From an optimization exercise on the open Yosys and OpenROAD flow, aimed at small area; shortcuts taken in it are not production practice.
At most, simulation tests tie the RTL to the original design; equivalence was not proved.
No driver is modelled on the clock port, so clock power and skew are understated where the tree is cut down; a real chip needs a root buffer or a tree.
Power figures rest on the tool's default switching activity, not on a simulated workload.

==> module adc_12bit, before the edit <==
module adc_12bit #(
    parameter ADC_BITS = 12,
    parameter V_REF_MV = 2500,
    parameter CONV_CYCLES = 12
)(
    input  wire                    clk,
    input  wire                    rst_n,
    input  wire signed [15:0]      analog_in_mv,
    input  wire                    start_conv,
    output reg  signed [ADC_BITS-1:0] digital_out,
    output reg                        valid_out,
    output reg                        busy
);
    reg [4:0]  cnt;
    reg [9:0]  rem;     
    reg [10:0] quo;     
    wire signed [15:0] v = analog_in_mv;
    wire pos_ovf = (v > 16'sd2500);
    wire neg_ovf = (v < -16'sd2500);
    wire neg     = v[15];
    wire [12:0] wn = {neg, v[11:0]} + 13'd2500 + {12'd0, neg};    
    wire [12:0] w  = pos_ovf ? 13'd4999 : neg_ovf ? 13'd0 : wn;
    wire load    = ~cnt[0] & ~cnt[1] & ~cnt[2];    
    wire quant   = ~cnt[1] &  cnt[2] &  cnt[4];    
    wire last    = ~cnt[0] & ~cnt[2] &  cnt[3];    
    wire        b  = quo[10] & ~quant;
    wire [10:0] t  = {rem, b};
    wire [10:0] d  = t - 11'd625;
    wire        ge = ~d[10];
    always @(posedge clk) begin
        cnt <= busy ? {cnt[3:0], ~(cnt[4] ^ cnt[1])} : 5'd0;
        if (load) begin
            rem <= {3'b000, w[12:6]};
            quo <= {w[5:0], 2'b00, neg, neg, neg};
        end else begin
            rem <= ge ? d[9:0] : t[9:0];
            quo <= {quo[9:0], ge};
        end
    end
    always @(posedge clk or negedge rst_n) begin
        if (!rst_n) begin
            digital_out <= {ADC_BITS{1'b0}};
            valid_out   <= 1'b0;
            busy        <= 1'b0;
        end else begin
            valid_out <= busy & last;
            busy      <= busy ? ~last : start_conv;
            if (busy & quant)
                digital_out <= {~quo[10], quo[9:0], ge};
        end
    end
endmodule
Settings: LEC_CHECK=0, CAP_MARGIN=0, CORE_AREA=2 2 60 60, DIE_AREA=0 0 62 62, GPL_TIMING_DRIVEN=0, PLACE_DENSITY=0.85, SLEW_MARGIN=0; clock period 20.0 ns.
standard.sh (not shown) runs the stock make flow with config.mk's settings and CLKGATE_MAP_FILE= SYNTH_SCRIPT=/design/flow/synth_recipe.tcl, a recipe that flattens the netlist after the stock synthesis.
==> flow/flow/run.sh <==
#!/bin/bash
# Own layout flow: the standard ORFS flow with these changes:
#  - synthesis maps the logic with area-oriented ABC scripts (flow/abc_*.abc,
#    and &deepsyn with 28 seeds, each mapped two ways): each is tried
#    (synthesis only) and the one giving the smallest synthesized area is
#    used for the layout,
#  - after ABC, each mux2 becomes an a22o with a shared inverted select
#    (flow/mux2_a22o.v), which is smaller,
#  - port buffers are sky130_fd_sc_hd__buf_1 (one per input/output port, as usual),
#  - synthesis leaves adders to ABC (no ORFS adder cell mapping),
#  - after CTS, the clock tree is replaced by a flat one (flow/clock_tree.tcl):
#    the clock port drives two clkbuf_8 buffers, each driving the flip-flops
#    of one placement cluster; a buffer whose sinks see a slow edge is swapped
#    for the next size up.
set -euo pipefail
W=$(pwd)
F=$W/flow
# synthesis script: the standard flow's, with the ABC override sourced first
awk -v ov="$F/abc_override.tcl" 'NR==1{print; print "source " ov; next} {print}' synth_recipe.tcl > my_synth.tcl
sed "s#$W/synth_recipe.tcl#$W/my_synth.tcl#g" standard.sh > my_standard.sh
export BUFFER_PORTS_ARGS="-buffer_cell sky130_fd_sc_hd__buf_1"
export ADDER_MAP_FILE=
export MY_MUX_MAP=$F/mux2_a22o.v
export POST_CTS_TCL=$F/clock_tree.tcl
export NCLK=2
export CLKBUF=sky130_fd_sc_hd__clkbuf_8
export CLK_SLEW_UPSIZE_NS=0.122
export CTS_ARGS="-sink_clustering_enable -repair_clock_nets -dont_use_dummy_load -buf_list sky130_fd_sc_hd__clkbuf_4"

# try each ABC script, synthesis only, each in an ORFS work folder of its own,
# four at a time: flow/abc_*.abc, and &deepsyn with seeds 0..27, mapped with
# and without &dch (written here)
mkdir -p abc
cp "$F"/abc_*.abc abc/
for sd in $(seq 0 27); do
  printf '&get -n\n&st\n&deepsyn -J 200 -S %s\n&nf -R 1000 -p\n&put\n' "$sd" > "abc/abc_d$sd.abc"
  printf '&get -n\n&st\n&deepsyn -J 200 -S %s\n&dch -f\n&nf -R 1000 -p\n&put\n' "$sd" > "abc/abc_e$sd.abc"
done
names=()
for s in abc/abc_*.abc; do
  n=$(basename "$s" .abc)
  n=${n#abc_}
  names+=("$n")
  sed "s#WORK_HOME=$W/orfs #WORK_HOME=$W/try_$n #" my_standard.sh > "try_$n.sh"
done
printf '%s\n' "${names[@]}" | xargs -P 4 -I{} bash -c 'MY_ABC_SCRIPT="$1/abc/abc_$2.abc" bash "try_$2.sh" synth > "try_$2.log" 2>&1 || true' _ "$W" {}
best=""
best_area=""
for n in "${names[@]}"; do
  f=$(ls "$W"/try_"$n"/reports/*/adc_12bit/base/synth_stat.txt 2>/dev/null | head -1 || true)
  [[ -n "$f" ]] || continue
  a=$(awk '/Chip area/ {print $NF}' "$f" | tail -1)
  echo "$n $a" >> synth_tries.txt
  if [[ -z "$best" ]] || awk -v a="$a" -v b="$best_area" 'BEGIN{exit !(a < b)}'; then
    best=$n
    best_area=$a
  fi
done
echo "chosen: $best $best_area" >> synth_tries.txt
export MY_ABC_SCRIPT=$W/abc/abc_$best.abc
bash my_standard.sh > make_flow.log 2>&1
Other scripts of this flow, unchanged in this note and not shown: flow/flow/abc_a.abc, flow/flow/abc_b.abc, flow/flow/abc_c.abc, flow/flow/abc_override.tcl, flow/flow/clock_tree.tcl, flow/flow/mux2_a22o.v
Edit:
--- a/flow/design.v
+++ b/flow/design.v
@@ -16,18 +16,19 @@
     reg [9:0]  rem;     
     reg [10:0] quo;     
     wire signed [15:0] v = analog_in_mv;
     wire pos_ovf = (v > 16'sd2500);
     wire neg_ovf = (v < -16'sd2500);
     wire neg     = v[15];
-    wire [12:0] wn = {neg, v[11:0]} + 13'd2500 + {12'd0, neg};    
-    wire [12:0] w  = pos_ovf ? 13'd4999 : neg_ovf ? 13'd0 : wn;
+    wire [12:0] wn = {neg, v[11:0]} + 13'd5000 + {12'd0, neg};    
+    wire [12:0] w  = (pos_ovf | neg_ovf) ? {10'd937, neg, ~neg, ~neg} : wn;
     wire load    = ~cnt[0] & ~cnt[1] & ~cnt[2];    
     wire quant   = ~cnt[1] &  cnt[2] &  cnt[4];    
     wire last    = ~cnt[0] & ~cnt[2] &  cnt[3];    
-    wire        b  = quo[10] & ~quant;
+    wire late    =  cnt[2] &  cnt[3] &  cnt[4];    
+    wire        b  = quo[10] & ~late;
     wire [10:0] t  = {rem, b};
     wire [10:0] d  = t - 11'd625;
     wire        ge = ~d[10];
     always @(posedge clk) begin
         cnt <= busy ? {cnt[3:0], ~(cnt[4] ^ cnt[1])} : 5'd0;
         if (load) begin
@@ -44,10 +45,10 @@
             valid_out   <= 1'b0;
             busy        <= 1'b0;
         end else begin
             valid_out <= busy & last;
             busy      <= busy ? ~last : start_conv;
             if (busy & quant)
-                digital_out <= {~quo[10], quo[9:0], ge};
+                digital_out <= {quo, ge};
         end
     end
 endmodule
Outcome: The changed run produced a clean layout. Worst setup slack gets better by 490 ps. Sequential share of layout area climbs by 0.17 points. Synthesized area drops by 0.39%. Hold slack is about the same. Total power climbs by about 1.8%. Wire length climbs by about 0.8%. Die area is unchanged. Synthesized cell count drops by about 4.7%. Combinational power hardly moves.
No functional check of the RTL was part of the first run of this note.

========
Setup of the previous run:
The RTL this note starts from:
==> flow/design.v <==
`timescale 1ns / 1ps
module adc_12bit #(
    parameter ADC_BITS = 12,
    parameter V_REF_MV = 2500,
    parameter CONV_CYCLES = 12
)(
    input  wire                    clk,
    input  wire                    rst_n,
    input  wire signed [15:0]      analog_in_mv,
    input  wire                    start_conv,
    output reg  signed [ADC_BITS-1:0] digital_out,
    output reg                        valid_out,
    output reg                        busy
);
    reg [4:0]  cnt;
    reg [9:0]  rem;     
    reg [10:0] quo;     
    wire signed [15:0] v = analog_in_mv;
    wire pos_ovf = (v > 16'sd2500);
    wire neg_ovf = (v < -16'sd2500);
    wire neg     = v[15];
    wire [12:0] wn = v[12:0] + 13'd2500 + {12'd0, neg};
    wire [12:0] w  = pos_ovf ? 13'd4999 : neg_ovf ? 13'd0 : wn;
    wire load    = ~cnt[0] & ~cnt[1] & ~cnt[2];    
    wire quant   = ~cnt[1] &  cnt[2] &  cnt[4];    
    wire last    = ~cnt[0] & ~cnt[2] &  cnt[3];    
    wire        b  = quo[10] & ~quant;
    wire [10:0] t  = {rem, b};
    wire [10:0] d  = t - 11'd625;
    wire        ge = ~d[10];
    always @(posedge clk) begin
        cnt <= busy ? {cnt[3:0], ~(cnt[4] ^ cnt[1])} : 5'd0;
        if (load) begin
            rem <= {3'b000, w[12:6]};
            quo <= {w[5:0], 2'b00, neg, neg, neg};
        end else begin
            rem <= ge ? d[9:0] : t[9:0];
            quo <= {quo[9:0], ge};
        end
    end
    always @(posedge clk or negedge rst_n) begin
        if (!rst_n) begin
            digital_out <= {ADC_BITS{1'b0}};
            valid_out   <= 1'b0;
            busy        <= 1'b0;
        end else begin
            valid_out <= busy & last;
            busy      <= busy ? ~last : start_conv;
            if (busy & quant)
                digital_out <= {~quo[10], quo[9:0], ge};
        end
    end
endmodule
clock: 20.0 ns
lec_check: 0
cap_margin: 0
core_area: 2 2 60 60
die_area: 0 0 62 62
gpl_timing_driven: 0
place_density: 0.85
slew_margin: 0
==> flow/flow/run.sh <==
#!/bin/bash
# Own layout flow: the standard ORFS flow with these changes:
#  - synthesis maps the logic with area-oriented ABC scripts (flow/abc_*.abc,
#    and &deepsyn with 28 seeds): each is tried
#    (synthesis only) and the one giving the smallest synthesized area is
#    used for the layout,
#  - port buffers are sky130_fd_sc_hd__buf_1 (one per input/output port, as usual),
#  - synthesis leaves adders to ABC (no ORFS adder cell mapping),
#  - after CTS, the clock tree is replaced by a flat one (flow/clock_tree.tcl):
#    the clock port drives two clkbuf_8 buffers, each driving the flip-flops
#    of one placement cluster; a buffer whose sinks see a slow edge is swapped
#    for the next size up.
set -euo pipefail
W=$(pwd)
F=$W/flow
# synthesis script: the standard flow's, with the ABC override sourced first
awk -v ov="$F/abc_override.tcl" 'NR==1{print; print "source " ov; next} {print}' synth_recipe.tcl > my_synth.tcl
sed "s#$W/synth_recipe.tcl#$W/my_synth.tcl#g" standard.sh > my_standard.sh
export BUFFER_PORTS_ARGS="-buffer_cell sky130_fd_sc_hd__buf_1"
export ADDER_MAP_FILE=
export POST_CTS_TCL=$F/clock_tree.tcl
export NCLK=2
export CLKBUF=sky130_fd_sc_hd__clkbuf_8
export CLK_SLEW_UPSIZE_NS=0.122
export CTS_ARGS="-sink_clustering_enable -repair_clock_nets -dont_use_dummy_load -buf_list sky130_fd_sc_hd__clkbuf_4"

# try each ABC script, synthesis only, each in an ORFS work folder of its own,
# four at a time: flow/abc_*.abc, and &deepsyn with seeds 0..27 (written here)
mkdir -p abc
cp "$F"/abc_*.abc abc/
for sd in $(seq 0 27); do
  printf '&get -n\n&st\n&deepsyn -J 200 -S %s\n&nf -R 1000 -p\n&put\n' "$sd" > "abc/abc_d$sd.abc"
done
names=()
for s in abc/abc_*.abc; do
  n=$(basename "$s" .abc)
  n=${n#abc_}
  names+=("$n")
  sed "s#WORK_HOME=$W/orfs #WORK_HOME=$W/try_$n #" my_standard.sh > "try_$n.sh"
done
printf '%s\n' "${names[@]}" | xargs -P 4 -I{} bash -c 'MY_ABC_SCRIPT="$1/abc/abc_$2.abc" bash "try_$2.sh" synth > "try_$2.log" 2>&1 || true' _ "$W" {}
best=""
best_area=""
for n in "${names[@]}"; do
  f=$(ls "$W"/try_"$n"/reports/*/adc_12bit/base/synth_stat.txt 2>/dev/null | head -1 || true)
  [[ -n "$f" ]] || continue
  a=$(awk '/Chip area/ {print $NF}' "$f" | tail -1)
  echo "$n $a" >> synth_tries.txt
  if [[ -z "$best" ]] || awk -v a="$a" -v b="$best_area" 'BEGIN{exit !(a < b)}'; then
    best=$n
    best_area=$a
  fi
done
echo "chosen: $best $best_area" >> synth_tries.txt
export MY_ABC_SCRIPT=$W/abc/abc_$best.abc
bash my_standard.sh > make_flow.log 2>&1
Other scripts of this flow, unchanged in this note and not shown: flow/flow/abc_a.abc, flow/flow/abc_b.abc, flow/flow/abc_c.abc, flow/flow/abc_override.tcl, flow/flow/clock_tree.tcl
--- input diff the previous run..the current run ---
--- a/flow/design.v
+++ b/flow/design.v
@@ -18,14 +18,15 @@
     wire signed [15:0] v = analog_in_mv;
     wire pos_ovf = (v > 16'sd2500);
     wire neg_ovf = (v < -16'sd2500);
     wire neg     = v[15];
-    wire [12:0] wn = v[12:0] + 13'd2500 + {12'd0, neg};
-    wire [12:0] w  = pos_ovf ? 13'd4999 : neg_ovf ? 13'd0 : wn;
+    wire [12:0] wn = v[12:0] + 13'd5000 + {12'd0, neg};
+    wire [12:0] w  = (pos_ovf | neg_ovf) ? {10'd312, neg, ~neg, ~neg} : wn;
     wire load    = ~cnt[0] & ~cnt[1] & ~cnt[2];    
     wire quant   = ~cnt[1] &  cnt[2] &  cnt[4];    
     wire last    = ~cnt[0] & ~cnt[2] &  cnt[3];    
-    wire        b  = quo[10] & ~quant;
+    wire late    =  cnt[2] &  cnt[3] &  cnt[4];    
+    wire        b  = quo[10] & ~late;
     wire [10:0] t  = {rem, b};
     wire [10:0] d  = t - 11'd625;
     wire        ge = ~d[10];
     always @(posedge clk) begin
@@ -46,8 +47,8 @@
         end else begin
             valid_out <= busy & last;
             busy      <= busy ? ~last : start_conv;
             if (busy & quant)
-                digital_out <= {~quo[10], quo[9:0], ge};
+                digital_out <= {quo, ge};
         end
     end
 endmodule
--- outcome ---
The current run vs. the previous run: number of input and output port buffers inserted was more or less identical, power now sits lower, post-synthesis compound-gate area fraction moved down, combinational power held.
Total met2 wirelength after detailed routing for the current run: about 17% up relative to the previous run
Between the current run and the previous run, the placer congestion estimate is higher for the current run.
The global-route usage of the current run is higher than that of the previous run.
No functional check of the RTL was part of any run of this note.

========
adc_12bit, a different RTL version from the one above (not shown whole).
For scale: about 160 cells after synthesis, about 40 flip-flops, roughly 33 I/O pins, ~1600 um2 of cells after synthesis.
==> module adc_12bit, before the edit <==
module adc_12bit #(
    parameter ADC_BITS = 12,
    parameter V_REF_MV = 2500,
    parameter CONV_CYCLES = 12
)(
    input  wire                    clk,
    input  wire                    rst_n,
    input  wire signed [15:0]      analog_in_mv,
    input  wire                    start_conv,
    output reg  signed [ADC_BITS-1:0] digital_out,
    output reg                        valid_out,
    output reg                        busy
);
    reg [4:0]  cnt;
    reg [9:0]  rem;     
    reg [10:0] quo;     
    wire signed [15:0] v = analog_in_mv;
    wire pos_ovf = (v > 16'sd2500);
    wire neg_ovf = (v < -16'sd2500);
    wire neg     = v[15];
    wire [12:0] wn = v[12:0] + 13'd5000 + {12'd0, neg};
    wire [12:0] w  = (pos_ovf | neg_ovf) ? {10'd937, neg, ~neg, ~neg} : wn;
    wire load    = cnt[0] & cnt[1] & cnt[2];    
    wire quant   = cnt[1] & ~cnt[2] & ~cnt[4];    
    wire last    = cnt[0] & cnt[2] & ~cnt[3];    
    wire late    = ~cnt[2] & ~cnt[3] & ~cnt[4];    
    wire        b  = quo[10] & ~late;
    wire [10:0] t  = {rem, b};
    wire [10:0] d  = t - 11'd625;
    wire        ge = ~d[10];
    always @(posedge clk) begin
        cnt <= busy ? {cnt[3:0], (cnt[4] ^ cnt[1])} : 5'd31;
        if (load) begin
            rem <= {3'b000, w[12:6]};
            quo <= {w[5:0], 2'b00, neg, neg, neg};
        end else begin
            rem <= ge ? d[9:0] : t[9:0];
            quo <= {quo[9:0], ge};
        end
    end
    always @(posedge clk or negedge rst_n) begin
        if (!rst_n) begin
            digital_out <= {ADC_BITS{1'b0}};
            valid_out   <= 1'b0;
            busy        <= 1'b0;
        end else begin
            valid_out <= busy & last;
            busy      <= busy ? ~last : start_conv;
            if (busy & quant)
                digital_out <= {quo, ge};
        end
    end
endmodule
Settings: LEC_CHECK=0, CAP_MARGIN=0, CORE_AREA=2 2 60 60, DIE_AREA=0 0 62 62, GPL_TIMING_DRIVEN=0, PLACE_DENSITY=0.85, SLEW_MARGIN=0; clock period 20.0 ns.
Scripts as last shown in full above: flow/flow/run.sh
Other scripts of this flow, unchanged in this note and not shown: flow/flow/abc_a.abc, flow/flow/abc_b.abc, flow/flow/abc_c.abc, flow/flow/abc_override.tcl, flow/flow/clock_tree.tcl
==> next run, changes <==
--- a/flow/design.v
+++ b/flow/design.v
@@ -18,22 +18,22 @@
     wire signed [15:0] v = analog_in_mv;
     wire pos_ovf = (v > 16'sd2500);
     wire neg_ovf = (v < -16'sd2500);
     wire neg     = v[15];
     wire [12:0] wn = v[12:0] + 13'd5000 + {12'd0, neg};
     wire [12:0] w  = (pos_ovf | neg_ovf) ? {10'd937, neg, ~neg, ~neg} : wn;
-    wire load    = cnt[0] & cnt[1] & cnt[2];    
-    wire quant   = cnt[1] & ~cnt[2] & ~cnt[4];    
-    wire last    = cnt[0] & cnt[2] & ~cnt[3];    
-    wire late    = ~cnt[2] & ~cnt[3] & ~cnt[4];    
+    wire load    = ~cnt[0] & ~cnt[1] & ~cnt[2];    
+    wire quant   = ~cnt[1] &  cnt[2] &  cnt[4];    
+    wire last    = ~cnt[0] & ~cnt[2] &  cnt[3];    
+    wire late    =  cnt[2] &  cnt[3] &  cnt[4];    
     wire        b  = quo[10] & ~late;
     wire [10:0] t  = {rem, b};
     wire [10:0] d  = t - 11'd625;
     wire        ge = ~d[10];
     always @(posedge clk) begin
-        cnt <= busy ? {cnt[3:0], (cnt[4] ^ cnt[1])} : 5'd31;
+        cnt <= busy ? {cnt[3:0], ~(cnt[4] ^ cnt[1])} : 5'd0;
         if (load) begin
             rem <= {3'b000, w[12:6]};
             quo <= {w[5:0], 2'b00, neg, neg, neg};
         end else begin
             rem <= ge ? d[9:0] : t[9:0];
             quo <= {quo[9:0], ge};
The changed run finished with timing, DRC and antenna clean.
Maximum frequency drops by a few percent.
Via count goes up slightly.
Register-to-register slack stays flat.
Worst setup slack got worse by 0.18 ns.
Flip-flop and latch count is unchanged.
Synthesized area came out lower slightly.
Routed wire length rose by a few percent.
Die area is unchanged.
Cell area went down slightly.
Global-route usage decreases by 0.58 points.
Clock power is about the same.
Only the layout flow was run in the first run of this note; the RTL was not checked for function there.

==> re-timing with driven ports <==
No port has a modelled driver above. Below, the same layouts with a new extraction and two added sets of constraints.
Step 1 assumes that a clkbuf_16 drives the clock port and a buf_2 every other input.
Step 2 adds t to the input delays and takes it off the output delays; t is the mean of the earliest and latest rising clock arrival at the registers after step 1. Input paths then give back, and output paths get back, about the clock's delay inside the block.
Slacks: ideal / step 1 / step 2; pairs: ideal / step 1.
run | t, ns | setup WS [ns] | worst setup path at the end | worst data-port slew with drivers (ns)
the first run of note 1 | 0.197 | 13.642 / 13.656 / 13.459 | input to register | 0.03
the second run of note 1 | 0.189 | 14.131 / 14.139 / 13.950 | input to register | 0.03
the previous run | 0.198 | 14.300 / 14.312 / 14.114 | input to register | 0.03
the current run | 0.197 | 14.034 / 14.042 / 13.845 | input to register | 0.03
the first run of note 3 | 0.199 | 14.147 / 14.162 / 13.963 | input to register | 0.03
the second run of note 3 | 0.197 | 13.968 / 13.974 / 13.777 | input to register | 0.03
After both steps setup and hold are still met in every run listed. For the second run of note 3, which loses most, drivers alone change the setup slack by +0.006 ns; drivers and shift together by -0.191 ns.
